Background: an optimization exercise with open tools, aiming at a short achievable clock period and few clock cycles. Do not read the settings as production practice. In this exercise RTL edits were held to simulation tests only and were not proved equivalent to the original. Power figures rest on the tool's default switching activity, not on a simulated workload.

**design/flow/design.v**
```verilog
typedef enum bit [6:0] {
	op_lui   = 7'b0110111,  
	op_auipc = 7'b0010111,  
	op_jal   = 7'b1101111,  
	op_jalr  = 7'b1100111,  
	op_br    = 7'b1100011,  
	op_load  = 7'b0000011,  
	op_store = 7'b0100011,  
	op_imm   = 7'b0010011,  
	op_reg   = 7'b0110011,  
	op_csr   = 7'b1110011   
} rv32i_opcode_e;
typedef logic [6:0] rv32i_opcode;
typedef enum bit [2:0] {
	beq  = 3'b000,
	bne  = 3'b001,
	blt  = 3'b100,
	bge  = 3'b101,
	bltu = 3'b110,
	bgeu = 3'b111
} branch_funct3_t_e;
typedef logic [2:0] branch_funct3_t;
typedef enum bit [2:0] {
	lb  = 3'b000,
	lh  = 3'b001,
	lw  = 3'b010,
	lbu = 3'b100,
	lhu = 3'b101
} load_funct3_t_e;
typedef logic [2:0] load_funct3_t;
typedef enum bit [2:0] {
	sb = 3'b000,
	sh = 3'b001,
	sw = 3'b010
} store_funct3_t_e;
typedef logic [2:0] store_funct3_t;
typedef enum bit [2:0] {
	add  = 3'b000,  
	sll  = 3'b001,
	slt  = 3'b010,
	sltu = 3'b011,
	axor = 3'b100,
	sr   = 3'b101,  
	aor  = 3'b110,
	aand = 3'b111
} arith_funct3_t_e;
typedef logic [2:0] arith_funct3_t;
typedef enum bit [2:0] {
	alu_add = 3'b000,
	alu_sll = 3'b001,
	alu_sra = 3'b010,
	alu_sub = 3'b011,
	alu_xor = 3'b100,
	alu_srl = 3'b101,
	alu_or  = 3'b110,
	alu_and = 3'b111
} alu_ops_e;
typedef logic [2:0] alu_ops;
typedef logic [31:0] rv32i_word;
typedef logic [4:0] rv32i_reg;
typedef logic [3:0] rv32i_mem_wmask;
typedef struct packed {
	rv32i_opcode opcode;
	logic [2:0] alumux_sel;
	logic [2:0] alumux2_sel;
	logic [1:0] exoutmux_sel;
	alu_ops aluop;
	branch_funct3_t cmpop;
	logic is_branch;
	logic is_jump;
	logic is_jalr;
	logic write_data;
	logic read_data;
	logic [3:0] write_mask;
	logic [2:0] load_type;
	logic wbmux_sel;
	logic load_regfile;
	logic instr_type_load;  
	logic instr_type_store;  
	logic forwarding_exempt;
} rv32i_control_word;
module mux2 #(parameter width = 32)
(
	input sel,
	input [width-1:0] a, b,
	output logic [width-1:0] f
);
always_comb
begin
	if (sel == 0)
		f = a;
	else
		f = b;
	end
endmodule
module mux4 #(parameter width = 32)
(
	input [1:0] sel,
	input [width-1:0] a, b, c, d,
	output logic [width-1:0] f
);
logic [width-1:0] out;
assign f = out;
always_comb
begin
	if (sel == 2'b00)
		out = a;
	else if (sel == 2'b01)
		out = b;
	else if (sel == 2'b10)
		out = c;
	else  
		out = d;
	end
endmodule
module mux8 #(parameter width = 32)
(
	input [2:0] sel,
	input [width-1:0] a, b, c, d, e, f, g, h,
	output logic [width-1:0] i
);
logic [width-1:0] out;
assign i = out;
always_comb
begin
	unique case (sel)
		3'b000  : out = a;
		3'b001  : out = b;
		3'b010  : out = c;
		3'b011  : out = d;
		3'b100  : out = e;
		3'b101  : out = f;
		3'b110  : out = g;
		default : out = h;  
	endcase
end
endmodule
module alu
(
    input alu_ops aluop,
    input [31:0] a, b,
    output logic [31:0] f
);
always_comb
begin
    case (aluop)
        alu_add:  f = a + b;
        alu_sll:  f = a << b[4:0];
        alu_sra:  f = $signed(a) >>> b[4:0];
        alu_sub:  f = a - b;
        alu_xor:  f = a ^ b;
        alu_srl:  f = a >> b[4:0];
        alu_or:   f = a | b;
        alu_and:  f = a & b;
    endcase
end
endmodule
module cmp
(
	input branch_funct3_t cmpop,
	input rv32i_word a, b,
	output logic enable
);
logic out;
assign enable = out;
always_comb
begin
	case(cmpop)
		beq: out = a == b;
		bne: out = a != b;
		blt: out = $signed(a) < $signed(b);
		bge: out = $signed(a) >= $signed(b);
		bltu: out = a < b;
		bgeu: out = a >= b;
		slt: out = $signed(a) < $signed(b);
		sltu: out = a < b;
		default: begin
			out = 1'b0;
			$display("Unrecognized cmp: ", cmpop);
		end
	endcase
end
endmodule
module control_rom (
	input rv32i_opcode opcode,
	input logic [2:0] funct3,
	input logic [6:0] funct7,
	output rv32i_control_word ctrl
);
logic bit30;
assign bit30 = funct7[5];
always_comb
begin
	ctrl.opcode = opcode;
	ctrl.load_regfile = 1'b0;
	ctrl.alumux_sel = 3'b000;
	ctrl.alumux2_sel = 3'b000;
	ctrl.exoutmux_sel = 2'b00;
	ctrl.aluop = alu_add;
	ctrl.cmpop = funct3;
	ctrl.is_branch = 1'b0;
	ctrl.is_jump = 1'b0;
	ctrl.is_jalr = 1'b0;
	ctrl.write_data = 1'b0;
	ctrl.read_data = 1'b0;
	ctrl.write_mask = 4'b1111;
	ctrl.load_type = 3'b000;
	ctrl.wbmux_sel = 1'b0;
	ctrl.instr_type_load = 1'b0;
	ctrl.instr_type_store = 1'b0;
	ctrl.forwarding_exempt = 1'b0;
	case(opcode)
		op_lui: begin
			ctrl.load_regfile = 1'b1;
			ctrl.alumux_sel = 3'd2;
			ctrl.alumux2_sel = 3'd1;
			ctrl.forwarding_exempt = 1'b1;
		end
		op_auipc: begin
			ctrl.load_regfile = 1'b1;
			ctrl.alumux_sel = 3'd1;
			ctrl.alumux2_sel = 3'd1;
			ctrl.forwarding_exempt = 1'b1;
		end
		op_jal: begin
			ctrl.is_jump = 1'b1;
			ctrl.exoutmux_sel = 2'b10;
			ctrl.load_regfile = 1'b1;
			ctrl.forwarding_exempt = 1'b1;
		end
		op_jalr: begin
			ctrl.is_jump = 1'b1;
			ctrl.is_jalr = 1'b1;
			ctrl.exoutmux_sel = 2'b10;
			ctrl.load_regfile = 1'b1;
		end
		op_br: begin
			ctrl.is_branch = 1;
		end
		op_load: begin
			ctrl.load_regfile = 1'b1;
			ctrl.read_data = 1'b1;
			ctrl.wbmux_sel = 1'b1;
			ctrl.instr_type_load = 1'b1;
			case(funct3)
				lw: begin
					ctrl.load_type = 3'b000;  
				end
				lhu: begin
					ctrl.load_type = 3'b001;  
				end
				lh: begin
					ctrl.load_type = 3'b010;  
				end
				lbu: begin
					ctrl.load_type = 3'b011;  
				end
				lb: begin
					ctrl.load_type = 3'b100;  
				end
				default: $display("Unrecognized load: ", funct3);
			endcase
		end
		op_store: begin
			ctrl.alumux2_sel = 3'd2;
			ctrl.write_data = 1'b1;
			ctrl.instr_type_store = 1'b1;
			case(funct3)
				sb: ctrl.write_mask = 4'b0001;
				sh: ctrl.write_mask = 4'b0011;
				sw: ctrl.write_mask = 4'b1111;
				default: $display("Unrecognized store: ", funct3);
			endcase
		end
		op_imm: begin
			ctrl.load_regfile = 1'b1;
			case(funct3)
				slt: ctrl.exoutmux_sel = 2'b01;
				sltu: ctrl.exoutmux_sel = 2'b01;
				sr: ctrl.aluop = bit30 ? alu_sra : alu_srl;
				default: ctrl.aluop = funct3;  
			endcase
		end
		op_reg: begin
			ctrl.load_regfile = 1'b1;
			ctrl.alumux2_sel = 3'd3;
			case(funct3)
				slt: ctrl.exoutmux_sel = 2'b01;
				sltu: ctrl.exoutmux_sel = 2'b01;
				sr: ctrl.aluop = bit30 ? alu_sra : alu_srl;
				add: ctrl.aluop = bit30 ? alu_sub : alu_add;
				default: ctrl.aluop = funct3;  
			endcase
		end
		op_csr: begin
		end
		default: begin
			ctrl = 0;  
		end
	endcase
end
endmodule
module regfile
(
    input clk,
    input load,
    input [31:0] in,
    input [4:0] src_a, src_b, dest,
    output logic [31:0] reg_a, reg_b
);
logic [31:0] data [32]  ;
always_ff @(posedge clk)
begin
    if (load && dest)
    begin
        data[dest] <= in;
    end
end
always_comb
begin
    if (src_a == 5'd0)  
        reg_a = 32'b0;
    else  
        reg_a = load & (dest == src_a) ? in : data[src_a];
    if (src_b == 5'd0)  
        reg_b = 32'b0;
    else  
        reg_b = load & (dest == src_b) ? in : data[src_b];
end
endmodule
module pipeline_register #(parameter width = 32, parameter [width-1:0] reset_value = {width{1'b0}})
(
    input clk,
    input rst,
    input stall,
    input clear,
    input [width-1:0] in,
    output logic [width-1:0] out
);
logic [width-1:0] data;
always_ff @(posedge clk)
begin
    if (rst)
    begin
        data <= reset_value;
    end
    else if (~stall)
    begin
        data <= clear ? {width{1'b0}} : in;
    end
end
always_comb
begin
    out = data;
end
endmodule
module data_forwarding_unit (
	input rv32i_control_word EX_ctrl,
	input rv32i_control_word MEM_ctrl,
	input rv32i_control_word WB_ctrl,
	input rv32i_word EX_ir,
	input rv32i_word MEM_ir,
	input rv32i_word WB_ir,
	output logic stall_EX,
	output logic [2:0] rs1_outmux_sel,
	output logic [2:0] rs2_outmux_sel,
	output logic wdatabmux_sel
);
logic [4:0] EX_rs1, EX_rs2;
logic [4:0] MEM_rs2, MEM_dr;
logic [4:0] WB_dr;
assign EX_rs1 = EX_ir[19:15];
assign EX_rs2 = EX_ir[24:20];
assign MEM_rs2 = MEM_ir[24:20];
assign MEM_dr = MEM_ir[11:7];
assign WB_dr = WB_ir[11:7];
logic is_MEMMEM;
logic stall_condition, stall_match_rs1, stall_match_rs2;
assign stall_condition = MEM_ctrl.load_regfile & MEM_ctrl.instr_type_load
	& ~(MEM_dr == 0) & ~EX_ctrl.forwarding_exempt; 
assign stall_match_rs1 = EX_rs1 == MEM_dr;
assign stall_match_rs2 = EX_rs2 == MEM_dr;
assign stall_EX = stall_condition & (stall_match_rs1 | stall_match_rs2);
logic exex_condition, exex_match_rs1, exex_match_rs2;
assign exex_condition = MEM_ctrl.load_regfile & ~MEM_ctrl.instr_type_load
	& ~(MEM_dr == 0) & ~EX_ctrl.forwarding_exempt; 
assign exex_match_rs1 = EX_rs1 == MEM_dr;  
assign exex_match_rs2 = EX_rs2 == MEM_dr;  
logic memex_condition, memex_match_rs1, memex_match_rs2;
assign memex_condition = WB_ctrl.load_regfile & ~(WB_dr == 0)
	& ~EX_ctrl.forwarding_exempt;
assign memex_match_rs1 = EX_rs1 == WB_dr;
assign memex_match_rs2 = EX_rs2 == WB_dr;
logic memmem_condition, memmem_match_rs1, memmem_match_rs2;
assign memmem_condition = WB_ctrl.load_regfile & WB_ctrl.instr_type_load
	& ~(WB_dr == 0) & MEM_ctrl.instr_type_store;
assign memmem_match_rs2 = MEM_rs2 == WB_dr;  
assign is_MEMMEM = memmem_condition & memmem_match_rs2;
always_comb
begin
	if (exex_condition & exex_match_rs1)
		rs1_outmux_sel = 2'b01;
	else if (memex_condition & memex_match_rs1)
		rs1_outmux_sel = 2'b10;
	else
		rs1_outmux_sel = 2'b00;
	if (exex_condition & exex_match_rs2)
		rs2_outmux_sel = 2'b01;
	else if (memex_condition & memex_match_rs2)
		rs2_outmux_sel = 2'b10;
	else
		rs2_outmux_sel = 2'b00;
end
assign wdatabmux_sel = is_MEMMEM;
endmodule
module cpu
(
    input clk,
    input rst,
    output logic read_a,
    output logic [31:0] address_a,
    input logic resp_a,
    input logic [31:0] rdata_a,
    output logic read_b,
    output logic write_b,
    output logic [3:0] wmask_b,
    output logic [31:0] address_b,
    output logic [31:0] wdata_b,
    input logic resp_b,
    input logic [31:0] rdata_b
);
localparam int BI = 5;           
localparam int BT = 4;           
localparam int NB = 1 << BI;
localparam int BH = 13;          
assign read_a = 1'b1;
function automatic logic [31:0] ks_add(input logic [31:0] a, input logic [31:0] b, input logic cin);
    logic [31:0] g, p, gg, pp;
    g = a & b;
    p = a ^ b;
    gg = g;
    gg[0] = g[0] | (p[0] & cin);
    pp = p;
    for (int l = 0; l < 5; l++) begin
        for (int i = 31; i >= (1 << l); i--) begin
            gg[i] = gg[i] | (pp[i] & gg[i - (1 << l)]);
            pp[i] = pp[i] & pp[i - (1 << l)];
        end
    end
    ks_add = p ^ {gg[30:0], cin};
endfunction
function automatic logic lt31(input logic [31:0] a, input logic [31:0] b);
    logic [30:0] l, e;
    l = ~a[30:0] & b[30:0];
    e = ~(a[30:0] ^ b[30:0]);
    for (int k = 0; k < 5; k++) begin
        for (int i = 30; i >= (1 << k); i--) begin
            l[i] = l[i] | (e[i] & l[i - (1 << k)]);
            e[i] = e[i] & e[i - (1 << k)];
        end
    end
    lt31 = l[30];
endfunction
logic [31:0] fpc;
logic        D_v;
logic [31:0] D_ir, D_pc;
logic        D_pt, D_phit;
logic [1:0]  D_pctr;
logic [31:0] D_ptgt;
logic        D_bj;
logic [31:0] D_immbj;
logic        E_v, E_k;          
logic [31:0] E_ptgt;
logic [31:0] E_aa, E_ba;        
logic [31:0] E_ax, E_bx;        
logic [31:0] E_bn;              
logic [4:0]  E_sa;              
logic [31:0] E_ca, E_cb;        
logic [31:0] E_la, E_lb;        
logic [31:0] E_pc, E_pc4, E_tgt, E_cT, E_cF, E_jp0, E_jp1;
logic        E_phit, E_mT, E_mF, E_mJ, E_jv, E_mTt, E_mFt;
logic        E_mTx, E_mFx;
logic [1:0]  E_pctr;
logic [4:0]  E_rd;
logic        E_wr, E_ld, E_st, E_br, E_jal, E_jalr, E_sdM;
logic        E_rAdd, E_rSub, E_rXor, E_rOr, E_rAnd, E_rSll, E_rSrl, E_rSra, E_rSlt, E_rSltu, E_rLink;
logic        E_cEq, E_cNe, E_cLt, E_cGe, E_cLtu, E_cGeu;
logic [3:0]  E_mask;
logic [4:0]  E_lt;               
logic        M_v;
logic [31:0] M_res, M_addr, M_sd, M_pc4;
logic [4:0]  M_rd;
logic        M_wr, M_ld, M_st, M_rq, M_wq;
logic [3:0]  M_mask;
logic [4:0]  M_lt;
logic        W_v;
logic [31:0] W_res;
logic [4:0]  W_rd;
logic        W_wr;
logic [31:0] rf [32];
logic           bv   [NB];
logic [BT-1:0]  btag [NB];
logic [BH:2]    btgt [NB];
logic [1:0]     bctr [NB];
logic mstall, m_stl_r, stall_D, E_mis, D_redir;
logic [31:0] E_cpc, D_rtgt;
assign mstall = (M_rq | M_wq) & ~resp_b;
assign address_a = fpc;
logic [BI-1:0] f_idx;
logic [BT-1:0] f_tag;
logic f_hit, f_pt;
logic [31:0] f_tgt;
assign f_idx = fpc[BI+1:2];
assign f_tag = fpc[BI+BT+1:BI+2];
logic [NB-1:0] f_oh, f_hv, f_tv;
always_comb begin
    for (int i = 0; i < NB; i++) begin
        f_oh[i] = f_idx == i[BI-1:0];
        f_hv[i] = bv[i] & (btag[i] == f_tag);
        f_tv[i] = f_hv[i] & bctr[i][1];
    end
end
assign f_hit = |(f_oh & f_hv);
assign f_pt  = |(f_oh & f_tv);
assign f_tgt = {fpc[31:BH+1], btgt[f_idx], 2'b00};
logic [31:0] f_pc4;
assign f_pc4[1:0] = 2'b00;
assign f_pc4[2] = ~fpc[2];
for (genvar k = 3; k < 32; k++) begin : g_inc
    assign f_pc4[k] = fpc[k] ^ (&fpc[k-1:2]);
end
logic f_h1, f_h2, f_dup;
logic [31:0] f_norm1, f_norm, f_cpc;
logic f_blk, f_mis;
always_comb begin
    if (m_stl_r)
        f_norm1 = M_pc4;
    else if (f_h1)
        f_norm1 = D_pc;
    else if (f_h2 || stall_D)
        f_norm1 = fpc;
    else if (D_redir)
        f_norm1 = D_rtgt;
    else
        f_norm1 = f_pc4;
end
assign f_blk  = m_stl_r | f_h1 | f_h2 | stall_D | D_redir;
assign f_norm = (f_pt & ~f_blk) ? f_tgt : f_norm1;
assign f_mis = E_mis & ~m_stl_r;
assign f_cpc = E_jvx ? {x_sum[31:1], 1'b0} : x_cond ? E_cT : E_cF;
always_ff @(posedge clk) begin
    if (rst)
        fpc <= 32'd0;
    else
        fpc <= f_mis ? f_cpc : f_norm;
end
always_ff @(posedge clk) begin
    if (rst) begin
        m_stl_r <= 1'b0;
        f_h1  <= 1'b0;
        f_h2  <= 1'b0;
        f_dup <= 1'b0;
    end else begin
        m_stl_r <= mstall;
        if (mstall || m_stl_r || E_mis) begin
            f_h1  <= 1'b0;
            f_h2  <= 1'b0;
            f_dup <= 1'b0;
        end else if (f_h1) begin
            f_h1  <= 1'b0;
            f_h2  <= 1'b1;
        end else if (f_h2) begin
            f_h2  <= ~resp_a;
            f_dup <= resp_a;
        end else begin
            f_h1  <= ~f_dup & ~stall_D & ~D_redir & ~resp_a;
            f_dup <= f_dup & stall_D;
        end
    end
end
logic f_jal, f_br;
assign f_jal = rdata_a[6:0] == 7'b1101111;
assign f_br  = rdata_a[6:0] == 7'b1100011;
always_ff @(posedge clk) begin
    if (rst) begin
        D_v <= 1'b0;
    end else begin
        if (mstall || m_stl_r || E_mis || f_h1)
            D_v <= 1'b0;
        else if (f_h2)
            D_v <= resp_a;
        else if (!stall_D)
            D_v <= resp_a & ~D_redir & ~f_dup;
    end
    if (!stall_D && !f_h1) begin
        D_ir   <= rdata_a;
        D_bj   <= f_jal | (f_br & rdata_a[31]);
        D_immbj <= f_jal ? {{12{rdata_a[31]}}, rdata_a[19:12], rdata_a[20], rdata_a[30:21], 1'b0}
                         : {{20{rdata_a[31]}}, rdata_a[7], rdata_a[30:25], rdata_a[11:8], 1'b0};
        D_pc   <= fpc;
        D_pt   <= f_pt;
        D_phit <= f_hit;
        D_pctr <= bctr[f_idx];
        D_ptgt <= f_tgt;
    end
end
logic [6:0] d_op;
logic [2:0] d_f3;
logic [4:0] d_rd, d_rs1, d_rs2;
logic d_lui, d_auipc, d_jal, d_jalr, d_br, d_ld, d_st, d_opi, d_opr;
logic d_wr, d_useA, d_useB;
logic [31:0] d_immI, d_immS, d_immB, d_immU, d_immJ, d_imm;
assign d_op  = D_ir[6:0];
assign d_f3  = D_ir[14:12];
assign d_rd  = D_ir[11:7];
assign d_rs1 = D_ir[19:15];
assign d_rs2 = D_ir[24:20];
assign d_lui   = d_op == 7'b0110111;
assign d_auipc = d_op == 7'b0010111;
assign d_jal   = d_op == 7'b1101111;
assign d_jalr  = d_op == 7'b1100111;
assign d_br    = d_op == 7'b1100011;
assign d_ld    = d_op == 7'b0000011;
assign d_st    = d_op == 7'b0100011;
assign d_opi   = d_op == 7'b0010011;
assign d_opr   = d_op == 7'b0110011;
assign d_wr   = (d_lui | d_auipc | d_jal | d_jalr | d_ld | d_opi | d_opr) & (d_rd != 5'd0);
assign d_useA = (d_jalr | d_br | d_ld | d_st | d_opi | d_opr) & (d_rs1 != 5'd0);
assign d_useB = (d_br | d_opr) & (d_rs2 != 5'd0);
logic d_useX;
logic d_cmpE, d_cmpL;    
assign d_cmpE = (d_br & ~d_f3[2]) | d_jalr;
assign d_cmpL = (d_br & d_f3[2]) | ((d_opi | d_opr) & (d_f3 == 3'b010 | d_f3 == 3'b011));
assign d_useX = (d_br | d_opr | d_st) & (d_rs2 != 5'd0);
assign d_immI = {{21{D_ir[31]}}, D_ir[30:20]};
assign d_immS = {{21{D_ir[31]}}, D_ir[30:25], D_ir[11:7]};
assign d_immB = {{20{D_ir[31]}}, D_ir[7], D_ir[30:25], D_ir[11:8], 1'b0};
assign d_immU = {D_ir[31:12], 12'h000};
assign d_immJ = {{12{D_ir[31]}}, D_ir[19:12], D_ir[20], D_ir[30:21], 1'b0};
always_comb begin
    if (d_st) d_imm = d_immS;
    else if (d_lui | d_auipc) d_imm = d_immU;
    else d_imm = d_immI;
end
logic [31:0] m_ld, m_val;
logic E_wrv, M_wrv, W_wrv;
assign E_wrv = E_v & E_wr;
assign M_wrv = M_v & M_wr;
assign W_wrv = W_v & W_wr;
logic d_aE, d_aM, d_aW, d_bE, d_bM, d_bW;
assign d_aE = E_wrv && E_rd == d_rs1;
assign d_aM = M_wrv && M_rd == d_rs1;
assign d_aW = W_wrv && W_rd == d_rs1;
assign d_bE = E_wrv && E_rd == d_rs2;
assign d_bM = M_wrv && M_rd == d_rs2;
assign d_bW = W_wrv && W_rd == d_rs2;
logic [31:0] d_ra, d_rb;    
assign d_ra = (d_rs1 == 5'd0) ? 32'd0 : d_aM ? M_res : d_aW ? W_res : rf[d_rs1];
assign d_rb = (d_rs2 == 5'd0) ? 32'd0 : d_bM ? M_res : d_bW ? W_res : rf[d_rs2];
logic d_aL, d_bL;           
assign d_aL = d_aM & M_ld & (d_rs1 != 5'd0);
assign d_bL = d_bM & M_ld & (d_rs2 != 5'd0);
assign stall_D = D_v & E_v & E_ld & ((d_useA & d_aE) | (d_useB & d_bE));
logic [31:0] d_btgt;    
logic [31:0] d_pc4;
assign d_pc4 = ks_add(D_pc, 32'd4, 1'b0);
assign d_btgt = ks_add(D_pc, D_immbj, 1'b0);
assign D_rtgt = d_btgt;
assign D_redir = D_v & ~D_pt & D_bj;
logic [31:0] x_res;
logic d_go, d_ptk;
assign d_go  = D_v & ~stall_D;             
assign d_ptk = D_pt | D_redir;             
always_ff @(posedge clk) begin
    if (rst) begin
        E_v <= 1'b0;
        E_k <= 1'b1;
    end else begin
        E_v <= d_go;
        E_k <= E_mis | mstall;
    end
    begin
        E_aa   <= x_byp(d_useA & d_aE) | ((d_useA & d_aE) ? 32'd0 : (d_useA & d_aL) ? m_ld : d_lui ? 32'd0 : d_auipc ? D_pc : d_ra);
        E_ax   <= x_byp(d_useA & d_aE) | ((d_useA & d_aE) ? 32'd0 : (d_useA & d_aL) ? m_ld : d_ra);
        E_ba   <= x_byp(d_useB & d_bE) | ((d_useB & d_bE) ? 32'd0 : (d_useB & d_bL) ? m_ld : (d_br | d_opr) ? d_rb : d_imm);
        E_bn   <= ~(x_byp(d_useB & d_bE) | ((d_useB & d_bE) ? 32'd0 : (d_useB & d_bL) ? m_ld : (d_br | d_opr) ? d_rb : d_imm));
        E_bx   <= x_byp(d_useX & d_bE) | ((d_useX & d_bE) ? 32'd0 : (d_useX & d_bL) ? m_ld : (d_br | d_opr | d_st) ? d_rb : d_imm);
        E_sa   <= x_byp(d_useB & d_bE) | ((d_useB & d_bE) ? 5'd0 : (d_useB & d_bL) ? m_ld[4:0] : d_opr ? d_rb[4:0] : d_imm[4:0]);
        E_ca   <= x_byp(d_cmpE & d_useA & d_aE) | ((~d_cmpE | (d_useA & d_aE)) ? 32'd0 : (d_useA & d_aL) ? m_ld : d_ra);
        E_cb   <= x_byp(d_cmpE & d_useX & d_bE) | ((~d_cmpE | (d_useX & d_bE)) ? 32'd0 : (d_useX & d_bL) ? m_ld : (d_br | d_opr) ? d_rb : d_imm);
        E_la   <= x_byp(d_cmpL & d_useA & d_aE) | ((~d_cmpL | (d_useA & d_aE)) ? 32'd0 : (d_useA & d_aL) ? m_ld : d_ra);
        E_lb   <= x_byp(d_cmpL & d_useX & d_bE) | ((~d_cmpL | (d_useX & d_bE)) ? 32'd0 : (d_useX & d_bL) ? m_ld : (d_br | d_opr) ? d_rb : d_imm);
        E_sdM  <= d_st & (d_rs2 != 5'd0) & d_bE & E_ld;
        E_pc   <= D_pc;
        E_pc4  <= d_pc4;
        E_tgt  <= d_btgt;
        E_cT   <= (d_br | d_jal) ? d_btgt : d_pc4;
        E_cF   <= d_jal ? d_btgt : d_pc4;
        E_mT   <= d_go & ((d_br | d_jal) ? ~d_ptk : D_pt);
        E_mF   <= d_go & (d_jal ? ~d_ptk : d_ptk);
        E_mTt  <= d_go & (d_br | d_jal) & D_pt;
        E_mFt  <= d_go & d_jal & D_pt;
        E_mJ   <= ~D_pt;
        E_jv   <= d_go & d_jalr;
        E_jp0  <= ks_add(D_ptgt, ~d_immI, 1'b1);
        E_jp1  <= ks_add({D_ptgt[31:1], 1'b1}, ~d_immI, 1'b1);
        E_ptgt <= D_ptgt;
        E_phit <= D_phit;
        E_pctr <= D_pctr;
        E_rd   <= d_rd;
        E_wr   <= d_wr;
        E_ld   <= d_ld;
        E_st   <= d_st;
        E_br   <= d_br;
        E_jal  <= d_jal;
        E_jalr <= d_jalr;
        E_rAdd <= d_lui | d_auipc | d_ld | d_st | ((d_opi | d_opr) & d_f3 == 3'b000 & ~(d_opr & D_ir[30]));
        E_rSub <= d_opr & d_f3 == 3'b000 & D_ir[30];
        E_rSll <= (d_opi | d_opr) & d_f3 == 3'b001;
        E_rSlt <= (d_opi | d_opr) & d_f3 == 3'b010;
        E_rSltu<= (d_opi | d_opr) & d_f3 == 3'b011;
        E_rXor <= (d_opi | d_opr) & d_f3 == 3'b100;
        E_rSrl <= (d_opi | d_opr) & d_f3 == 3'b101 & ~D_ir[30];
        E_rSra <= (d_opi | d_opr) & d_f3 == 3'b101 & D_ir[30];
        E_rOr  <= (d_opi | d_opr) & d_f3 == 3'b110;
        E_rAnd <= (d_opi | d_opr) & d_f3 == 3'b111;
        E_rLink<= d_jal | d_jalr;
        E_cEq  <= d_f3 == 3'b000;
        E_cNe  <= d_f3 == 3'b001;
        E_cLt  <= d_f3 == 3'b100;
        E_cGe  <= d_f3 == 3'b101;
        E_cLtu <= d_f3 == 3'b110;
        E_cGeu <= d_f3 == 3'b111;
        E_mask <= d_f3[1] ? 4'b1111 : d_f3[0] ? 4'b0011 : 4'b0001;
        E_lt   <= {d_f3 == 3'b000, d_f3 == 3'b100, d_f3 == 3'b001, d_f3 == 3'b101, d_f3[1]};
    end
end
logic [31:0] x_a, x_b;
assign x_a = E_ax;
assign x_b = E_bx;
logic [31:0] x_sum, x_diff, x_sll, x_srl, x_sra;
logic x_eq, x_ltu, x_lt, x_lt31;
assign x_sum  = ks_add(E_aa, E_ba, 1'b0);
assign x_diff = ks_add(E_ax, E_bn, 1'b1);
assign x_sll  = x_a << E_sa;
assign x_srl  = x_a >> E_sa;
assign x_sra  = $signed(x_a) >>> E_sa;
assign x_eq   = &(~(E_ca ^ E_cb));
assign x_lt31 = lt31(E_la, E_lb);
assign x_ltu  = (~E_la[31] & E_lb[31]) | (~(E_la[31] ^ E_lb[31]) & x_lt31);
assign x_lt   = (E_la[31] & ~E_lb[31]) | (~(E_la[31] ^ E_lb[31]) & x_lt31);
function automatic logic [31:0] x_byp(input logic sel);
    x_byp = ({32{sel & E_rAdd}} & x_sum)
          | ({32{sel & E_rSub}} & x_diff)
          | ({32{sel & E_rSll}} & x_sll)
          | ({32{sel & E_rSrl}} & x_srl)
          | ({32{sel & E_rSra}} & x_sra)
          | ({32{sel & E_rXor}} & (x_a ^ x_b))
          | ({32{sel & E_rOr}}  & (x_a | x_b))
          | ({32{sel & E_rAnd}} & (x_a & x_b))
          | {31'd0, sel & ((E_rSlt & x_lt) | (E_rSltu & x_ltu))}
          | ({32{sel & E_rLink}} & E_pc4);
endfunction
assign x_res = ({32{E_rAdd}} & x_sum)
             | ({32{E_rSub}} & x_diff)
             | ({32{E_rSll}} & x_sll)
             | ({32{E_rSrl}} & x_srl)
             | ({32{E_rSra}} & x_sra)
             | ({32{E_rXor}} & (x_a ^ x_b))
             | ({32{E_rOr}}  & (x_a | x_b))
             | ({32{E_rAnd}} & (x_a & x_b))
             | {31'd0, (E_rSlt & x_lt) | (E_rSltu & x_ltu)}
             | ({32{E_rLink}} & E_pc4);
logic x_cond, x_jok;
assign x_cond = (E_cEq & x_eq) | (E_cNe & ~x_eq) | (E_cLt & x_lt) | (E_cGe & ~x_lt)
              | (E_cLtu & x_ltu) | (E_cGeu & ~x_ltu);
assign x_jok = (&(~(E_ca ^ E_jp0))) | (&(~(E_ca ^ E_jp1)));
logic x_tok;
assign x_tok = &(~(E_ptgt ^ E_tgt));
logic E_jvx;
assign E_mTx = ~E_k & (E_mT | (E_mTt & ~x_tok));
assign E_mFx = ~E_k & (E_mF | (E_mFt & ~x_tok));
assign E_jvx = ~E_k & E_jv;
assign E_mis = E_jvx ? (E_mJ | ~x_jok) : (x_cond ? E_mTx : E_mFx);
assign E_cpc = E_jalr ? {x_sum[31:1], 1'b0} : (x_cond ? E_cT : E_cF);
logic          u_we;
logic [BI-1:0] u_idx;
logic [BT-1:0] u_tag;
logic [BH:2]   u_tgt;
logic [1:0]    u_ctr;
logic [1:0]    e_ctr;
always_comb begin
    if (!E_br || !E_phit)
        e_ctr = 2'b11;
    else if (x_cond)
        e_ctr = (E_pctr == 2'b11) ? 2'b11 : E_pctr + 2'd1;
    else
        e_ctr = (E_pctr == 2'b00) ? 2'b00 : E_pctr - 2'd1;
end
always_ff @(posedge clk) begin
    if (rst)
        u_we <= 1'b0;
    else
        u_we <= ~mstall & E_v & ~E_k & (E_jal | E_jalr | E_br);
    u_idx <= E_pc[BI+1:2];
    u_tag <= E_pc[BI+BT+1:BI+2];
    u_tgt <= E_jalr ? x_sum[BH:2] : E_tgt[BH:2];
    u_ctr <= (E_br & ~E_phit & ~x_cond) ? 2'b01 : e_ctr;
end
always_ff @(posedge clk) begin
    for (int i = 0; i < NB; i++) begin
        if (rst)
            bv[i] <= 1'b0;
        else if (u_we && u_idx == i[BI-1:0])
            bv[i] <= 1'b1;
        if (u_we && u_idx == i[BI-1:0]) begin
            btag[i] <= u_tag;
            btgt[i] <= u_tgt;
            bctr[i] <= u_ctr;
        end
    end
end
always_ff @(posedge clk) begin
    if (rst) begin
        M_v  <= 1'b0;
        M_rq <= 1'b0;
        M_wq <= 1'b0;
    end else if (!mstall) begin
        M_v  <= E_v & ~E_k;
        M_rq <= E_v & ~E_k & E_ld;
        M_wq <= E_v & ~E_k & E_st;
    end
    if (!mstall) begin
        M_pc4  <= E_pc4;
        M_res  <= x_res;
        M_addr <= x_sum;
        M_sd   <= E_sdM ? m_ld : E_bx;    
        M_rd   <= E_rd;
        M_wr   <= E_wr;
        M_ld   <= E_ld;
        M_st   <= E_st;
        M_mask <= E_mask;
        M_lt   <= E_lt;
    end
end
assign read_b    = M_rq;
assign write_b   = M_wq;
assign address_b = M_addr;
assign wmask_b   = M_mask;
assign wdata_b   = M_sd;
assign m_ld = ({32{M_lt[0]}} & rdata_b)
            | ({32{M_lt[1]}} & {16'd0, rdata_b[15:0]})
            | ({32{M_lt[2]}} & {{16{rdata_b[15]}}, rdata_b[15:0]})
            | ({32{M_lt[3]}} & {24'd0, rdata_b[7:0]})
            | ({32{M_lt[4]}} & {{24{rdata_b[7]}}, rdata_b[7:0]});
assign m_val = M_ld ? m_ld : M_res;
always_ff @(posedge clk) begin
    if (rst) begin
        W_v <= 1'b0;
    end else begin
        W_v <= M_v & ~mstall;
    end
    W_res <= m_val;
    W_rd  <= M_rd;
    W_wr  <= M_wr;
end
always_ff @(posedge clk) begin
    if (W_wrv)
        rf[W_rd] <= W_res;
end
endmodule
```
**design/flow/run.sh**
```bash
#!/bin/bash
# synth_recipe.tcl (not shown) runs the flow's synth.tcl, then flattens the netlist and writes it again
# the make line also repeats each setting of config.mk as NAME=value (left out here)
make -C /OpenROAD-flow-scripts/flow DESIGN_CONFIG=/design/flow/config.mk WORK_HOME=/design/flow/orfs CLKGATE_MAP_FILE= SYNTH_SCRIPT=/design/flow/synth_recipe.tcl finish
```
**design/flow/config.mk**
```make
export PLATFORM = sky130hd
export DESIGN_NAME = cpu
export DESIGN_NICKNAME = cpu
export VERILOG_FILES = /design/flow/design.v
export SDC_FILE = /design/flow/constraint.sdc
export NUM_CORES = 4
export LEC_CHECK = 0
export ABC_CLOCK_PERIOD_IN_PS = 3000
export CAP_MARGIN = 35
export CORE_MARGIN = 2
export CORE_UTILIZATION = 40
export SETUP_SLACK_MARGIN = 5.0
export SLEW_MARGIN = 35
```
**design/flow/constraint.sdc**
```tcl
create_clock -name core_clock -period 8.5 [get_ports {clk}]
set_input_delay 1.7000 -clock core_clock [delete_from_list [all_inputs] [get_ports {clk}]]
set_output_delay 1.7000 -clock core_clock [all_outputs]
set_load 0.01 [all_outputs]
```
==> results of run 1 <==
-- cells in the final DEF (no fill, tap or decap), types with 42 or more instances in the layout --
master and instances:
a211oi_1 113, o21ai_0 278, dfxtp_1 577, clkbuf_16 310, buf_4 411, xor2_1 211
clkinv_2 42, nand4_1 91, dlygate4sd2_1 82, a221oi_1 85, buf_6 62, nor4_1 57
mux4_2 699, clkbuf_1 46, o21a_1 54, ha_1 186, a22oi_1 102, clkinv_1 51
edfxtp_1 1836, o211ai_1 70, buf_12 53, mux2_2 51, buf_16 51, a21oi_1 406
clkdlybuf4s50_1 74, dfxtp_2 101, mux2i_1 96, nand2_1 508, a22o_1 61, inv_1 293
nor3_1 114, nor2_4 67, a21o_1 81, a21oi_2 52, xnor2_1 211, and2_1 59
nor2_1 656, nand3_1 152
-- cells by family after synthesis --
group | share of synthesized area
AOI/OAI and AO/OA | 0.104
xor gates and xnor gates | 0.0325
other | 0.0000314
adders and majority gates | 0.0247
muxes | 0.149
and+or+nand+nor | 0.0769
buffers and inverters | 0.0306
DFF | 0.581
-- power groups by stage --
stage	clock network [mW]	registers, mW	logic (mW)
detailed placement	0	16.6	9.84
floorplan	0	15.8	5.77
global placement	0	16.5	9.77
CTS	12.6	16.2	11.0
global route	13.1	16.3	12.4
finish	12.5	16.3	12.1
-- how the worst max path moves through the flow --
stage / startpoint / to / slack, ns
floorplan: resp_b / M_rq / 4.92
global placement: E_sa[0] / E_aa[0] / 2.53
detailed placement: E_sa[0] / E_aa[0] / 3.49
CTS: register / E_ca[8] / 4.84
global route: E_la[2] / fpc[23] / 4.74
finish: E_lb[6] / fpc[23] / 4.80
-- layer usage --
layer  track usage  routed length [um]  vias up
li1              -                   -    35400
met1         0.418              184000    44700
met2         0.464              215000     6284
met3        0.0672               56000     1213
met4         0.183               34700       16
met5             0                 110        -
-- stage by stage --
stage               power [mW]  cell area, um2  utilization  hold WS, ns
floorplan                 21.5          119000            -        0.310
detailed placement        26.4          127000        0.428        0.314
CTS                       39.9          141000        0.474        0.319
finish                    40.9          144000        0.486        0.305
global route              41.8          144000        0.486        0.331
global placement          26.3          126000        0.426        0.314
-- repair_timing --
| item | 4_1_cts | 5_1_grt |
|---|---|---|
| buffers inserted | 155 | 111 |
| gates resized for setup | 643 | 382 |
| cloned | 28 | 28 |
| setup endpoints to repair | 612 | 340 |
| pin swaps | 82 | 113 |
-- layout make-up --
class                           count  share of cell area
Antenna cell                       29            0.000503
Clock buffer                      351              0.0527
Clock inverter                    158              0.0122
Inverter                          308             0.00811
Multi-Input combinational cell   5425               0.347
Sequential cell                  2545               0.483
Tap cell                         3939              0.0342
Timing Repair Buffer              795              0.0625
Timing Repair inverter              1           0.0000521
-- sequential cells by signal (all words and copies together), names as in the netlist, 64 cells and up, named ones only --
| name | flops |
|---|---|
| btag | 128 |
| bctr | 64 |
| rf | 1024 |
| btgt | 384 |
==> results.cfg, run 1 <==
[job]
cap_violations = 0

[place]
portBuffers = 168
place_inst = 12700
globalplace.congestion = 1.05
hpwl_um = 312000
dp_slack_ns = 3.49

[synthesis]
synth.top_cells.by_area = edfxtp_1 (46%), mux4_2 (13%), dfxtp_1 (12%)
syn_area_um2 = 119000
yosysTopAreaCell = edfxtp_1
syn-mean-instance-area_um2 = 13.5
synthCells = 8861
yosys_most_used_dff = edfxtp_1
yosysTopAreaCellShare = 0.462
synth_seq_area_share = 0.581
synth_cell_types = 104
synth_warnings = 5
synth_edf_count = 1836
async_reset_ff_frac = 0
synth.cells.most_frequent = edfxtp_1 (1,836), nor2_1 (743), dfxtp_1 (709)
synth-seq-cells = 2545
synth_most_common_cell = edfxtp_1

[sta]
fin_setup_tns_ns = 0
post-route-period-util = 0.436
tightest_slew_ns = 1.04
slew_viol_final = 0
rsz0062_at_grt = yes
finalSetupViolations = 0
slew_headroom = 0.307
period_minus_slack_ns = 3.70
fin_skew_ns = 0.0779
fmax_mhz = 270
finalWorstSetupSlack_ns = 4.80
hold_viol_final = 0

[min_path]
min_to = u_idx[1]
hp-start = E_pc[3]
holdPathStages = 0
hold_path.class = reg2reg

[finish]
fill_cells = 25600
drive_gt1_frac = 0.263
area_delta_synth_final_pct = 20.9
seq_area_um2 = 69600
layoutNonFillerInstCount = 13600
nNetsFinal = 9657
multiInputGateArea_um2 = 50100

[die]
die_h_um = 550
core_region_area_um2 = 297000
fp-row-count = 200
die-area_um2 = 302000
io_pins = 171
start_util = 0.402
die_w_um = 550

[critical_path]
critPathBufInv = 4
cp.required_ns = 9.33
r2r_slack_ns = 4.80
end_kind = register
critPathMostFrequentCell = buf_12
startpoint_type = register
slowest_stage = or4_4
crit_type = reg2reg
crit_chain = ha_1 > or3_4 > o211ai_1 > a211o_4 > nand4b_1 > a221o_1 > nand4_1 > buf_4 > buf_12 > nand2_8 > a32o_2 > buf_12 > or4_4 > buf_12 > o221ai_2
r2r_start = E_lb[6]
r2r_end = fpc[23]
cp.arrival_ns = 4.53
cpLargestDelayFamily = simple AND/OR/NAND/NOR gates
path_max_fanout = 6
cp_num_cells = 15
cpPeakStageDelay_ns = 0.58
reg2reg_depth = 15

[clock_tree]
cts_buffers = 280
clock_path_buffers = 4
cts_hold_buf = 0
clk_pin_slew_worst_paths_ns = 0.06
cts.sinks = 2545
worstSkewPairLatency_ns = 0.94
cts_max_level = 5
root_buffer = clkbuf_16
tritoncts = done

[routing]
routed_wl_um = 489000
dr.pass1.iters = 8
drc = 0
vias_per_cell = 6.46
drt_iter0_drc = 14000
vias = 87600
ant_nets = 0
wire_per_inst_um = 36.1

[power]
p_sw_mw = 14.1
p_clk_frac = 0.307
ir_drop_uv = 184
intPower_mw = 26.8
p_seq_frac = 0.398
p_per_area_nw_per_um2 = 284
combPwrFrac = 0.295
p_leak_nw = 51.0
swShare = 0.344

[global_routing]
grt_overflow_total = 0
grt_start_max_net_pins = 84
grt_first_pass_wirelength_um = 660000
grt_usage = 0.311
grt_pass1_vias = 82200
antenna_found_initial = 51

[run_status]
status = no timing/DRC/antenna violations
Testbench counts, summed over its fixed seeds: cycles 63,157.
==> run 2, diff against run 1 <==
--- a/design/flow/design.v
+++ b/design/flow/design.v
@@ -431,3 +431,3 @@
 );
-localparam int BI = 5;           
+localparam int BI = 4;           
 localparam int BT = 4;           
==> run 2 against run 1 <==
Clock power decreased by 14%. Non-clock buffer count decreased by 141. Synthesized cell count shrank 8.3%. Flip-flop and latch count is 306 lower. Cell count is 9.5% lower. Global-route usage decreased by 0.23 points. Clock-buffer cell count fell by 52. Sequential power shrank 15%. Total power shrank 19%. Highest routed layer unchanged. Fmax fell by 0.22%.
==> results.cfg, run 2 <==
[synthesis]
yosys_most_used_dff = edfxtp_1
syn_area_um2 = 107000
synth_edf_count = 1548
synth_most_common_cell = edfxtp_1
async_reset_ff_frac = 0
yosysTopAreaCellShare = 0.433
synth_warnings = 5
synth_seq_area_share = 0.562
synth-seq-cells = 2239
synthCells = 8122
synth.top_cells.by_area = edfxtp_1 (43%), mux4_2 (14%), dfxtp_1 (13%)
synth_cell_types = 108
syn-mean-instance-area_um2 = 13.2
synth.cells.most_frequent = edfxtp_1 (1,548), nor2_1 (788), dfxtp_1 (691)
yosysTopAreaCell = edfxtp_1

[critical_path]
end_kind = output port
crit_chain = buf_2
cp.arrival_ns = 2.01
cpPeakStageDelay_ns = 0.83
startpoint_type = register
critPathBufInv = 1
path_max_fanout = 6
crit_type = reg2out
cpLargestDelayFamily = flip-flops
slowest_stage = edfxtp_1
cp.required_ns = 6.80

[power]
total_power_mw = 33.2
ir_drop_uv = 194
p_per_area_nw_per_um2 = 259
p_leak_nw = 45.4

[clock_tree]
worstSkewPairLatency_ns = 0.95
clock_path_buffers = 4
cts_hold_buf = 0
clk_pin_slew_worst_paths_ns = 0.07
cts_buffers = 241
root_buffer = clkbuf_16
tritoncts = done
cts_max_level = 4
cts.sinks = 2239

[sta]
finalSetupViolations = 0
fmax_mhz = 269
hold_viol_final = 0
holdWs_ns = 0.300
fin_skew_ns = 0.113
post-route-period-util = 0.437
period_minus_slack_ns = 3.71
finalWorstSetupSlack_ns = 4.79
fin_setup_tns_ns = 0
tightest_slew_ns = 1.13
rsz0062_at_grt = yes
slew_headroom = 0.243
slew_viol_final = 0

[die]
die-area_um2 = 272000
core_region_area_um2 = 267000
start_util = 0.401
die_h_um = 522
die_w_um = 522
io_pins = 171
fp-row-count = 190

[place]
globalplace.congestion = 1.02
placed_area_um2 = 113000
portBuffers = 168
hpwl_um = 287000
dp_slack_ns = 2.81
place_inst = 11500

[routing]
wire_per_inst_um = 35.5
drc = 0
ant_nets = 0
vias = 78100
drt_iter0_drc = 11100
routed_wl_um = 436000
dr.pass1.iters = 7
vias_per_cell = 6.37

[min_path]
hold_path.class = reg2reg

[finish]
layoutNonFillerInstCount = 12300
nNetsFinal = 8789
area_delta_synth_final_pct = 19.5
regMostFlops = rf
largest_register_ff_count = 1024
mostFrequentLayoutCells = edfxtp_1 (1,548), nor2_1 (721), mux4_2 (682), dfxtp_1 (586), nand2_1 (468)
drive_gt1_frac = 0.257
design_area_um2 = 128000
largestRegisters = rf: 1024 flops, btgt: 192 flops, btag: 64 flops
mostFrequentLayoutCell = edfxtp_1
final_util = 0.479

[global_routing]
grt_start_max_net_pins = 110
grt_first_pass_wirelength_um = 591000
antenna_found_initial = 31
grt_pass1_vias = 73900
grt_overflow_total = 0
grt_usage = 0.309
use_met3 = 0.0593
grtUsageMet1 = 0.407
top_usage_layer = met2
grtUsageMet2 = 0.479

[job]
cap_violations = 0

[run_status]
status = no timing/DRC/antenna violations
==> run 2: worst paths after layout <==
path                            startpoint     endpoint  slack [ns]  cells past startpoint
worst max-delay path              M_sd[29]  wdata_b[29]        4.79                      1
worst min-delay path               E_pc[8]     u_tag[2]        0.30                      0
worst max register to register     E_sa[3]      E_bx[4]        4.86                      8
worst min register to register     E_pc[8]     u_tag[2]        0.30                      0
==> run 2: layout make-up <==
cell class,count,area (um2)
Clock inverter,136,1530
Sequential cell,2239,60500
Timing Repair inverter,1,7.51
Timing Repair Buffer,654,7320
Clock buffer,299,6460
Fill cell,23200,139000
Inverter,279,1080
Antenna cell,37,92.6
Tap cell,3552,4440
Multi-Input combinational cell,5073,46800
==> run 2: metal layers <==
| layer | wire length (um) | part of all wire |
|---|---|---|
| met1 | 165000 | 0.38 |
| met2 | 198000 | 0.45 |
| met3 | 43000 | 0.099 |
| met4 | 30100 | 0.069 |
| met5 | 258 | 0.00059 |
==> run 2: repair_timing <==
item / CTS / global route
pin swaps: 46 / 115
buffers inserted: 96 / 110
resized for setup: 605 / 315
cloned: 30 / 22
endpoints found under the setup margin: 661 / 303
==> run 2: cells by family (layout without fill, tap and decap cells) <==
group                      after synthesis  in the layout  share of synthesized area
buffers and inverters                  813           1369                     0.0325
and+or+nand+nor                       1870           1871                     0.0783
DFF                                   2239           2239                      0.562
AOI/OAI and AO/OA                     1665           1666                      0.100
adders and majority gates              232            232                     0.0273
other                                    1             39                  0.0000350
xor gates and xnor gates               400            400                     0.0327
muxes                                  902            902                      0.167
==> run 2: report_power, final <==
group | leakage [nW] | switching, mW | total, mW | internal [mW]
Clock | 3.91 | 4.51 | 10.8 | 6.30
Sequential | 20.2 | 1.09 | 13.8 | 12.7
Combinational | 21.3 | 5.12 | 8.54 | 3.43
Testbench counts of run 2, summed over its fixed seeds: cycles 63,291.
==> run 3, diff against run 2 <==
--- a/design/flow/design.v
+++ b/design/flow/design.v
@@ -547,3 +547,3 @@
 assign f_blk  = m_stl_r | f_h1 | f_h2 | stall_D | D_redir;
-assign f_norm = (f_pt & ~f_blk) ? f_tgt : f_norm1;
+assign f_norm = f_blk ? f_norm1 : f_dup ? (D_pt ? D_ptgt : f_pc4) : f_pt ? f_tgt : f_pc4;
 assign f_mis = E_mis & ~m_stl_r;
==> run 3 against run 2 <==
Synthesized cell count increased by 2.0%. Clock power about the same. Hold slack improved by 0.026 ns. Register-to-register slack got worse by 0.09 ns. Critical path depth increased by 12. Flip-flop and latch count unchanged. Worst setup slack got worse by 0.017 ns. Cell area increased by 3.4%. Critical path type is now reg2reg. Critical endpoint is now E_ba[22].
==> results.cfg, run 3 <==
[sta]
slew_headroom = 0.311
fin_skew_ns = 0.0759
rsz0062_at_grt = yes
hold_viol_final = 0
slew_viol_final = 0
post-route-period-util = 0.439
period_minus_slack_ns = 3.73
fmax_mhz = 268
fin_setup_tns_ns = 0
finalSetupViolations = 0
holdWs_ns = 0.326
tightest_slew_ns = 1.03

[synthesis]
synth_seq_area_share = 0.559
yosys.area_share.simple = 0.0790
synth_warnings = 5
yosys_most_used_dff = edfxtp_1
synth_mux_area_frac = 0.168
synthAdderAreaFrac = 0.0272
async_reset_ff_frac = 0
synthCells = 8287
syn_area_um2 = 108000
synth.cells.most_frequent = edfxtp_1 (1,548), nor2_1 (713), mux4_2 (693)
synth-xor-area-share = 0.0330
yosysTopAreaCell = edfxtp_1
synth_cell_types = 96
yosysTopAreaCellShare = 0.430
synth_edf_count = 1548
syn-mean-instance-area_um2 = 13.0
synth_most_common_cell = edfxtp_1
synth-seq-cells = 2239
synth_top_family_by_area = multiplexers
synth-compound-area-share = 0.102
synth.top_cells.by_area = edfxtp_1 (43%), mux4_2 (14%), dfxtp_1 (13%)

[die]
die-area_um2 = 274000
io_pins = 171
fp-row-count = 190
start_util = 0.403
die_h_um = 524
die_w_um = 524
core_region_area_um2 = 268000

[critical_path]
cp.required_ns = 9.29
slowest_stage = o21ai_0
startpoint_type = register
cpPeakStageDelay_ns = 0.51
cp.arrival_ns = 4.51
r2r_end = E_ba[22]
crit_chain = buf_6 > buf_6 > clkbuf_16 > mux4_2 > mux2i_1 > nor2_1 > o21ai_0 > o211ai_1 > a221oi_2 > buf_4 > nand2_1 > o21a_1 > o21a_1
startpoint = E_sa[0]
r2r_start = E_sa[0]
critPathBufInv = 4
path_max_fanout = 6
cp-endpoint = E_ba[22]
cp_num_cells = 13
end_kind = register
cpLargestDelayFamily = compound AO/OA/AOI/OAI gates
r2r_slack_ns = 4.77
crit_type = reg2reg
reg2reg_depth = 13

[finish]
largestRegisters = rf: 1024 flops, btgt: 192 flops, btag: 64 flops
mostFrequentLayoutCell = edfxtp_1
nNetsFinal = 9165
area_delta_synth_final_pct = 22.7
layoutNonFillerInstCount = 12600
drive_gt1_frac = 0.298
largest_register_ff_count = 1024
regMostFlops = rf
mostFrequentLayoutCells = edfxtp_1 (1,548), mux4_2 (693), nor2_1 (633), dfxtp_1 (572), nand2_1 (499)
final_util = 0.494

[power]
p_sw_mw = 16.2
p_leak_nw = 47.7
p_seq_frac = 0.359
p_per_area_nw_per_um2 = 320
combPwrFrac = 0.394
intPower_mw = 26.2
p_clk_frac = 0.248
swShare = 0.383
ir_drop_uv = 197

[routing]
vias = 80700
wire_per_inst_um = 35.9
dr.pass1.iters = 8
drt_iter0_drc = 11600
ant_nets = 0
routed_wl_um = 454000
drc = 0
vias_per_cell = 6.39

[global_routing]
grt_first_pass_wirelength_um = 608000
grt_pass1_vias = 76000
grt_start_max_net_pins = 74
antenna_found_initial = 29
grt_overflow_total = 0
grt_usage = 0.318

[min_path]
holdPathStages = 0
hold_path.class = reg2reg
hp-start = E_pc[4]

[place]
place_inst = 11700
hpwl_um = 294000
globalplace.congestion = 1.05
portBuffers = 168

[clock_tree]
cts_max_level = 4
cts_hold_buf = 0
clock_path_buffers = 4
cts_buffers = 242
cts.sinks = 2239
root_buffer = clkbuf_16
clk_pin_slew_worst_paths_ns = 0.07
tritoncts = done
worstSkewPairLatency_ns = 0.93

[run_status]
status = no timing/DRC/antenna violations

[job]
cap_violations = 0
run 3: routing by layer:
| layer | GRT usage | vias to the layer above | wire length, um |
|---|---|---|---|
| met3 | 0.0625 | 1311 | 44700 |
| met1 | 0.407 | 41000 | 168000 |
| li1 | - | 32900 | - |
| met2 | 0.497 | 5375 | 205000 |
| met5 | 0 | - | 126 |
| met4 | 0.198 | 20 | 36200 |
run 3: layout make-up:
cell class	count	area [um2]
diodes	17	42.5
clock buffers	302	6510
clock inverters	141	1200
fillers	23100	136000
inverters	303	1170
multi-input cells	5196	48700
flip-flops and latches	2239	60600
well taps	3552	4440
repair buffers	882	9870
repair inverters	1	7.51
run 3: per-stage QoR:
stage / setup slack (ns) / total power, mW / cell area (um2)
after floorplan: 4.90 / 22.2 / 108000
after global placement: 2.94 / 28.3 / 114000
after detailed placement: 3.18 / 28.4 / 115000
after CTS: 4.82 / 40.6 / 128000
after global routing: 4.77 / 43.4 / 132000
final: 4.77 / 42.4 / 133000
run 3: repair_timing:
item,CTS,global route
cloned,30,41
resized for setup,831,504
pin swaps,122,211
setup buffers,209,164
endpoints found under the setup margin,639,341
run 3: how the worst min path moves through the flow:
| stage | end | slack, ns |
|---|---|---|
| after CTS | u_tag[0] | 0.33 |
| after detailed placement | u_tag[0] | 0.31 |
| after global routing | u_tag[0] | 0.33 |
| after global placement | u_tag[0] | 0.31 |
| after floorplan | u_idx[0] | 0.31 |
| final | u_idx[2] | 0.33 |
run 3: cell families (layout without fill, tap and decap cells):
logic type,after synthesis,count (layout)
compound gates,1733,1733
flops,2239,2239
mux,934,934
other cells,1,19
buf+inv,855,1629
simple gates,1886,1888
fa+ha+maj,232,232
xor+xnor,407,407
run 3: worst reg2reg max path: cells and delay by family (launching register included):
| family | cells | cell delay (ns) |
|---|---|---|
| AOI/OAI and AO/OA | 5 | 1.56 |
| buffers and inverters | 4 | 0.64 |
| DFF | 1 | 0.40 |
| muxes | 2 | 0.78 |
| and+or+nand+nor | 2 | 0.23 |
run 3: power by group through the flow:
stage                     clock, mW  sequential [mW]  combinational [mW]
after global placement            0             15.4                12.9
after global routing           11.0             15.3                17.2
after detailed placement          0             15.5                13.0
after floorplan                   0             14.4                7.80
after CTS                      10.6             15.2                14.9
final                          10.5             15.2                16.7
Testbench counts of run 3, summed over its fixed seeds: cycles 63,291.
==> run 4, diff against run 3 <==
--- a/design/flow/design.v
+++ b/design/flow/design.v
@@ -431,3 +431,3 @@
 );
-localparam int BI = 4;           
+localparam int BI = 5;           
 localparam int BT = 4;           
==> run 4 against run 3 <==
Cell area grew 10%. Largest cell class unchanged. Sequential power grew 4%. Register-to-register slack lost 0.21 ns. Synthesized cell count grew 9.1%. Combinational power shrank 41%. Non-clock buffer count shrank 33. Hold slack lost 0.00082 ns. Via count grew 11%. Highest routed layer unchanged. Area after synthesis grew 11%. Total power shrank 9.9%. Cell count grew 9.1%.
==> results.cfg, run 4 <==
[sta]
fmax_mhz = 254
fin_skew_ns = 0.0619
slew_headroom = 0.325
holdWs_ns = 0.325
finalSetupViolations = 0
slew_viol_final = 0
period_minus_slack_ns = 3.94
tightest_slew_ns = 1.00
post-route-period-util = 0.464
rsz0062_at_grt = yes
hold_viol_final = 0
fin_setup_tns_ns = 0

[critical_path]
end_kind = register
cp.required_ns = 9.24
path_max_fanout = 3
r2r_slack_ns = 4.56
startpoint_type = register
cp.arrival_ns = 4.68
r2r_end = fpc[28]
cpPeakStageDelay_ns = 0.46
critPathMostFrequentCell = a211oi_2
slowest_stage = edfxtp_1
crit_chain = buf_4 > ha_1 > a211oi_2 > o21ai_1 > a211oi_2 > nor3_2 > o2111a_1 > or2_2 > a211oi_4 > inv_1 > o311ai_0 > a311oi_1
crit_type = reg2reg
r2r_start = D_pc[2]
reg2reg_depth = 12

[die]
die_w_um = 552
start_util = 0.401
die_h_um = 552
io_pins = 171
core_region_area_um2 = 299000
die-area_um2 = 304000
fp-row-count = 201

[power]
total_power_mw = 38.2
p_seq_frac = 0.414
p_leak_nw = 51.1
swShare = 0.329
p_per_area_nw_per_um2 = 261
combPwrFrac = 0.259
intPower_mw = 25.6
p_clk_frac = 0.327
p_sw_mw = 12.6
ir_drop_uv = 153

[synthesis]
synth_edf_count = 1836
yosysTopAreaCellShare = 0.460
yosys_most_used_dff = edfxtp_1
synth_seq_area_share = 0.578
syn-mean-instance-area_um2 = 13.3
synth.cells.most_frequent = edfxtp_1 (1,836), nor2_1 (743), dfxtp_1 (709)
synth.top_cells.by_area = edfxtp_1 (46%), mux4_2 (13%), dfxtp_1 (12%)
yosysTopAreaCell = edfxtp_1
synth-seq-cells = 2545
synth_warnings = 5
synth_most_common_cell = edfxtp_1
synthCells = 9042
synth_cell_types = 92
async_reset_ff_frac = 0
syn_area_um2 = 120000

[routing]
ant_nets = 0
vias_per_cell = 6.51
drt_iter0_drc = 13800
dr.pass1.iters = 7
vias = 89700
wire_per_inst_um = 37.1
routed_wl_um = 511000
drc = 0

[finish]
largest_register_ff_count = 1024
largestRegisters = rf: 1024 flops, btgt: 384 flops, btag: 128 flops
drive_gt1_frac = 0.272
nNetsFinal = 9864
regMostFlops = rf
area_delta_synth_final_pct = 21.9
mostFrequentLayoutCell = edfxtp_1
mostFrequentLayoutCells = edfxtp_1 (1,836), mux4_2 (705), nor2_1 (654), nand2_1 (582), dfxtp_1 (572)
fill_cells = 25500

[clock_tree]
cts_hold_buf = 0
clock_path_buffers = 4
cts_buffers = 284
root_buffer = clkbuf_16
tritoncts = done
cts_max_level = 5
worstSkewPairLatency_ns = 0.93
cts.sinks = 2545
clk_pin_slew_worst_paths_ns = 0.06

[global_routing]
grt_usage = 0.325
use_met3 = 0.0808
grtUsageMet2 = 0.477
top_usage_layer = met2
grt_overflow_total = 0
grt_start_max_net_pins = 145
grt_pass1_vias = 84200
antenna_found_initial = 52
grt_first_pass_wirelength_um = 688000
grtUsageMet1 = 0.432

[min_path]
min_to = u_idx[3]
hold_path.class = reg2reg
hp-start = E_pc[5]
holdPathStages = 0

[place]
portBuffers = 168
hpwl_um = 331000
globalplace.congestion = 1.07

[run_status]
status = no timing/DRC/antenna violations

[job]
cap_violations = 0
[run 4: changes by cell type after synthesis, sizes merged, moves of 40 or more]
cell	before	now
a21oi	526	486
a221oi	57	100
clkbuf	370	454
edfxtp	1548	1836
nand2	537	597
o21ai	423	369
xnor2	259	327
[run 4: area by class of cell]
class	instances	area (um2)	area share
Clock inverter	130	1160	0.00794
Tap cell	3958	4950	0.0339
Multi-Input combinational cell	5597	51700	0.353
Sequential cell	2545	69600	0.476
Timing Repair Buffer	849	9480	0.0648
Clock buffer	389	8170	0.0559
Inverter	284	1110	0.00757
Antenna cell	26	65.1	0.000445
Timing Repair inverter	2	12.5	0.0000856
[run 4: kinds of logic after synthesis]
group,count (synthesis),share of synthesized area
DFF,2545,0.578
and+or+nand+nor,2134,0.0818
AOI/OAI and AO/OA,1862,0.103
muxes,906,0.150
buffers and inverters,904,0.0296
xor gates and xnor gates,457,0.0334
adders and majority gates,233,0.0246
other,1,0.0000313
[run 4: worst max path at each step]
stage | start | end | cells after the start
2_1_floorplan | resp_b | f_dup | 3
5_1_grt | D_pc[2] | fpc[28] | 12
4_1_cts | E_la[30] | fpc[2] | 13
6_report | D_pc[2] | fpc[28] | 12
3_5_place_dp | D_ir[21] | fpc[19] | 15
3_3_place_gp | rdata_b[7] | E_la[28] | 8
[run 4: routing by layer]
layer  share of wire  up-vias
met2            0.43     6391
met4           0.079       24
met3            0.11     1498
met1            0.38    45700
met5         0.00040        -
li1                -    36100
[run 4: timing repair]
action	in CTS	in global routing
endpoints found under the setup margin	620	384
pin swaps	118	128
resized for setup	817	348
cloned	33	21
setup buffers	207	122
[run 4: power by group through the flow]
stage               sequential, mW  clock, mW  combinational (mW)
finish                        15.8       12.5                9.89
global route                  15.9       13.0                10.1
global placement              16.1          0                7.96
floorplan                     15.4          0                4.62
detailed placement            16.1          0                8.01
CTS                           15.8       12.5                9.11
[run 4: critical path, delay by kind of cell (launching register included)]
family	cells	cell delay [ns]
buf+inv	2	0.41
compound gates	7	2.01
flops	1	0.46
fa+ha+maj	1	0.33
simple gates	2	0.54
[run 4: through the flow]
stage                     setup WS [ns]  std cells   util  instance area (um2)
after floorplan                    4.98       9043      -               120000
after global placement             3.37      12800  0.426               127000
after detailed placement           3.35      12900  0.428               128000
after CTS                          4.64      13600  0.479               143000
after global routing               4.47      13800  0.489               146000
final                              4.56      13800  0.489               146000
Testbench counts of run 4, summed over its fixed seeds: cycles 63,157.
==> run 5, diff against run 4 <==
--- a/design/flow/design.v
+++ b/design/flow/design.v
@@ -431,3 +431,3 @@
 );
-localparam int BI = 5;           
+localparam int BI = 4;           
 localparam int BT = 4;           
--- a/design/flow/config.mk
+++ b/design/flow/config.mk
@@ -10,3 +10,3 @@
 export CORE_MARGIN = 2
-export CORE_UTILIZATION = 40
+export CORE_UTILIZATION = 50
 export SETUP_SLACK_MARGIN = 5.0
==> run 5 against run 4 <==
First-iteration DRC count is 15% lower. Area after synthesis is 10% lower. Largest power group is now combinational cells. Via count is 9.9% lower. Clock-buffer cell count is 100 lower. Combinational power is 68% higher. Clock power is 14% lower. Register-to-register slack better by 0.26 ns. Critical path depth is 3 higher. Hold slack better by 0.0037 ns.
==> results.cfg, run 5 <==
[synthesis]
synth-seq-cells = 2239
yosys_most_used_dff = edfxtp_1
synth_cell_types = 96
synth_top_family_by_area = multiplexers
synth_mux_area_frac = 0.168
synth_most_common_cell = edfxtp_1
synth.top_cells.by_area = edfxtp_1 (43%), mux4_2 (14%), dfxtp_1 (13%)
synthCells = 8287
syn-mean-instance-area_um2 = 13.0
yosysTopAreaCellShare = 0.430
synth_warnings = 5
synth_edf_count = 1548
synthAdderAreaFrac = 0.0272
synth-xor-area-share = 0.0330
synth-compound-area-share = 0.102
async_reset_ff_frac = 0
syn_area_um2 = 108000
yosys.area_share.simple = 0.0790
yosysTopAreaCell = edfxtp_1
synth_seq_area_share = 0.559
synth.cells.most_frequent = edfxtp_1 (1,548), nor2_1 (713), mux4_2 (693)

[job]
cap_violations = 0

[finish]
largestRegisters = rf: 1024 flops, btgt: 192 flops, btag: 64 flops
nNetsFinal = 9184
design_area_um2 = 132000
area_delta_synth_final_pct = 22.7
layoutNonFillerInstCount = 11900
mostFrequentLayoutCells = edfxtp_1 (1,548), mux4_2 (693), nor2_1 (617), dfxtp_1 (578), nand2_1 (499)
largest_register_ff_count = 1024
regMostFlops = rf
drive_gt1_frac = 0.301
mostFrequentLayoutCell = edfxtp_1
final_util = 0.617
fill_cells = 16300

[sta]
finalSetupViolations = 0
fmax_mhz = 272
fin_setup_tns_ns = 0
slew_viol_final = 0
hold_viol_final = 0
post-route-period-util = 0.432
slew_headroom = 0.232
holdWs_ns = 0.329
tightest_slew_ns = 1.15
fin_skew_ns = 0.0475
period_minus_slack_ns = 3.68
rsz0062_at_grt = yes
finalWorstSetupSlack_ns = 4.82

[clock_tree]
worstSkewPairLatency_ns = 0.90
tritoncts = done
clk_pin_slew_worst_paths_ns = 0.06
clock_path_buffers = 3
cts.sinks = 2239
cts_max_level = 4
root_buffer = clkbuf_16
cts_buffers = 234

[routing]
ant_nets = 0
drt_iter0_drc = 11700
vias = 80900
vias_per_cell = 6.77
drc = 0
routed_wl_um = 453000
dr.pass1.iters = 6
wire_per_inst_um = 37.9

[global_routing]
grt_overflow_total = 0
grt_start_max_net_pins = 104
grt_pass1_vias = 76000
grt_usage = 0.402
antenna_found_initial = 23
grt_first_pass_wirelength_um = 611000

[min_path]
hp-start = E_pc[4]
hold_path.class = reg2reg

[critical_path]
cpPeakStageDelay_ns = 0.53
path_max_fanout = 6
cp.required_ns = 9.25
cpLargestDelayFamily = multiplexers
critPathBufInv = 4
startpoint_type = register
cp.arrival_ns = 4.42
end_kind = register
slowest_stage = mux4_2
crit_chain = buf_16 > buf_12 > buf_12 > buf_16 > mux4_2 > mux4_2 > mux2i_4 > nand2_2 > o211ai_1 > a21o_1 > o21a_1 > nand2_1 > and3_4 > a21oi_4 > nor2_1
crit_type = reg2reg

[die]
die-area_um2 = 220000
die_w_um = 469
die_h_um = 469
core_region_area_um2 = 215000
start_util = 0.503
fp-row-count = 170
io_pins = 171

[power]
total_power_mw = 42.5
p_leak_nw = 48.3
ir_drop_uv = 238
p_per_area_nw_per_um2 = 321

[place]
placed_area_um2 = 114000
globalplace.congestion = 1.03
dp_slack_ns = 3.22
portBuffers = 168
hpwl_um = 295000
place_inst = 11000

[run_status]
status = no timing/DRC/antenna violations
## run 5: changes by cell type after synthesis, sizes merged, moves of 40 or more
cell and delta:
xnor2 -68, a221oi -43, a21oi +40, o21ai +54, nand2 -60, edfxtp -288
clkbuf -84
## run 5: final timing paths
path                    to  slack [ns]  cells after the start
hold / removal    u_idx[2]        0.33                      0
hold reg to reg   u_idx[2]        0.33                      0
setup reg to reg  E_lb[11]        4.82                     15
setup / recovery  E_lb[11]        4.82                     15
## run 5: cells by family after synthesis
logic type | Yosys count
compound gates | 1733
flops | 2239
buf+inv | 855
fa+ha+maj | 232
mux | 934
other cells | 1
simple gates | 1886
xor+xnor | 407
## run 5: power breakdown
group          switching (mW)  internal [mW]  leakage, nW
sequential               1.77           13.4         20.2
clock                    4.58           6.13         3.89
combinational            9.81           6.79         24.2
## run 5: repair_timing
action                                  4_1_cts  5_1_grt
hold buffers                                  0        0
setup buffers                               243      171
endpoints found under the setup margin      576      334
gates resized for setup                     838      544
cloned                                       37       19
pin swaps                                   131      223
## run 5: layout make-up
type,count,area (um2),share of cell area
clock buffers,289,6230,0.0470
inverters,303,1170,0.00880
repair buffers,907,10200,0.0773
multi-input cells,5196,49000,0.370
repair inverters,3,20.0,0.000151
flip-flops and latches,2239,60500,0.457
well taps,2838,3550,0.0268
diodes,20,50.0,0.000378
clock inverters,153,1730,0.0130
## run 5: per-layer routing
metal  vias to the layer above  wire length (um)  GRT usage  share of wire
met4                         8             35700      0.250          0.079
met1                     41100            169000      0.535           0.37
li1                      33000                 -          -              -
met2                      5507            201000      0.611           0.44
met3                      1286             46900     0.0784           0.10
met5                         -                56          0        0.00012
Testbench counts of run 5, summed over its fixed seeds: cycles 63,291.

==> port drivers added, routing unchanged <==
The results above use ideal ports. As a check the final layouts listed here were re-extracted and re-timed, cells and wires unchanged. Step 1: set_driving_cell puts a clkbuf_16 on clk and a buf_2 on each other input, an assumption about the parent block. Step 2 moves the port delays by t, midway between the first and last clock arrival at a register: inputs arrive t later, outputs are due t later. That takes back most of the time a late clock gives input paths. a / b / c = no drivers / after step 1 / after step 2; a / b = the first two.
| run | t (ns) | setup WS [ns] | worst data-port slew with drivers (ns) |
|---|---|---|---|
| run 1 | 0.994 | 4.797 / 4.797 / 4.133 | 0.19 |
| run 2 | 0.993 | 4.788 / 4.693 / 4.095 | 0.07 |
| run 3 | 0.987 | 4.771 / 4.771 / 4.117 | 0.06 |
| run 4 | 0.998 | 4.560 / 4.560 / 4.209 | 0.19 |
| run 5 | 0.982 | 4.825 / 4.825 / 4.125 | 0.05 |
After both steps every run listed still meets setup and hold. The setup slack of run 5, which loses most, moves by 0.000 ns with the drivers and by -0.700 ns with both steps.
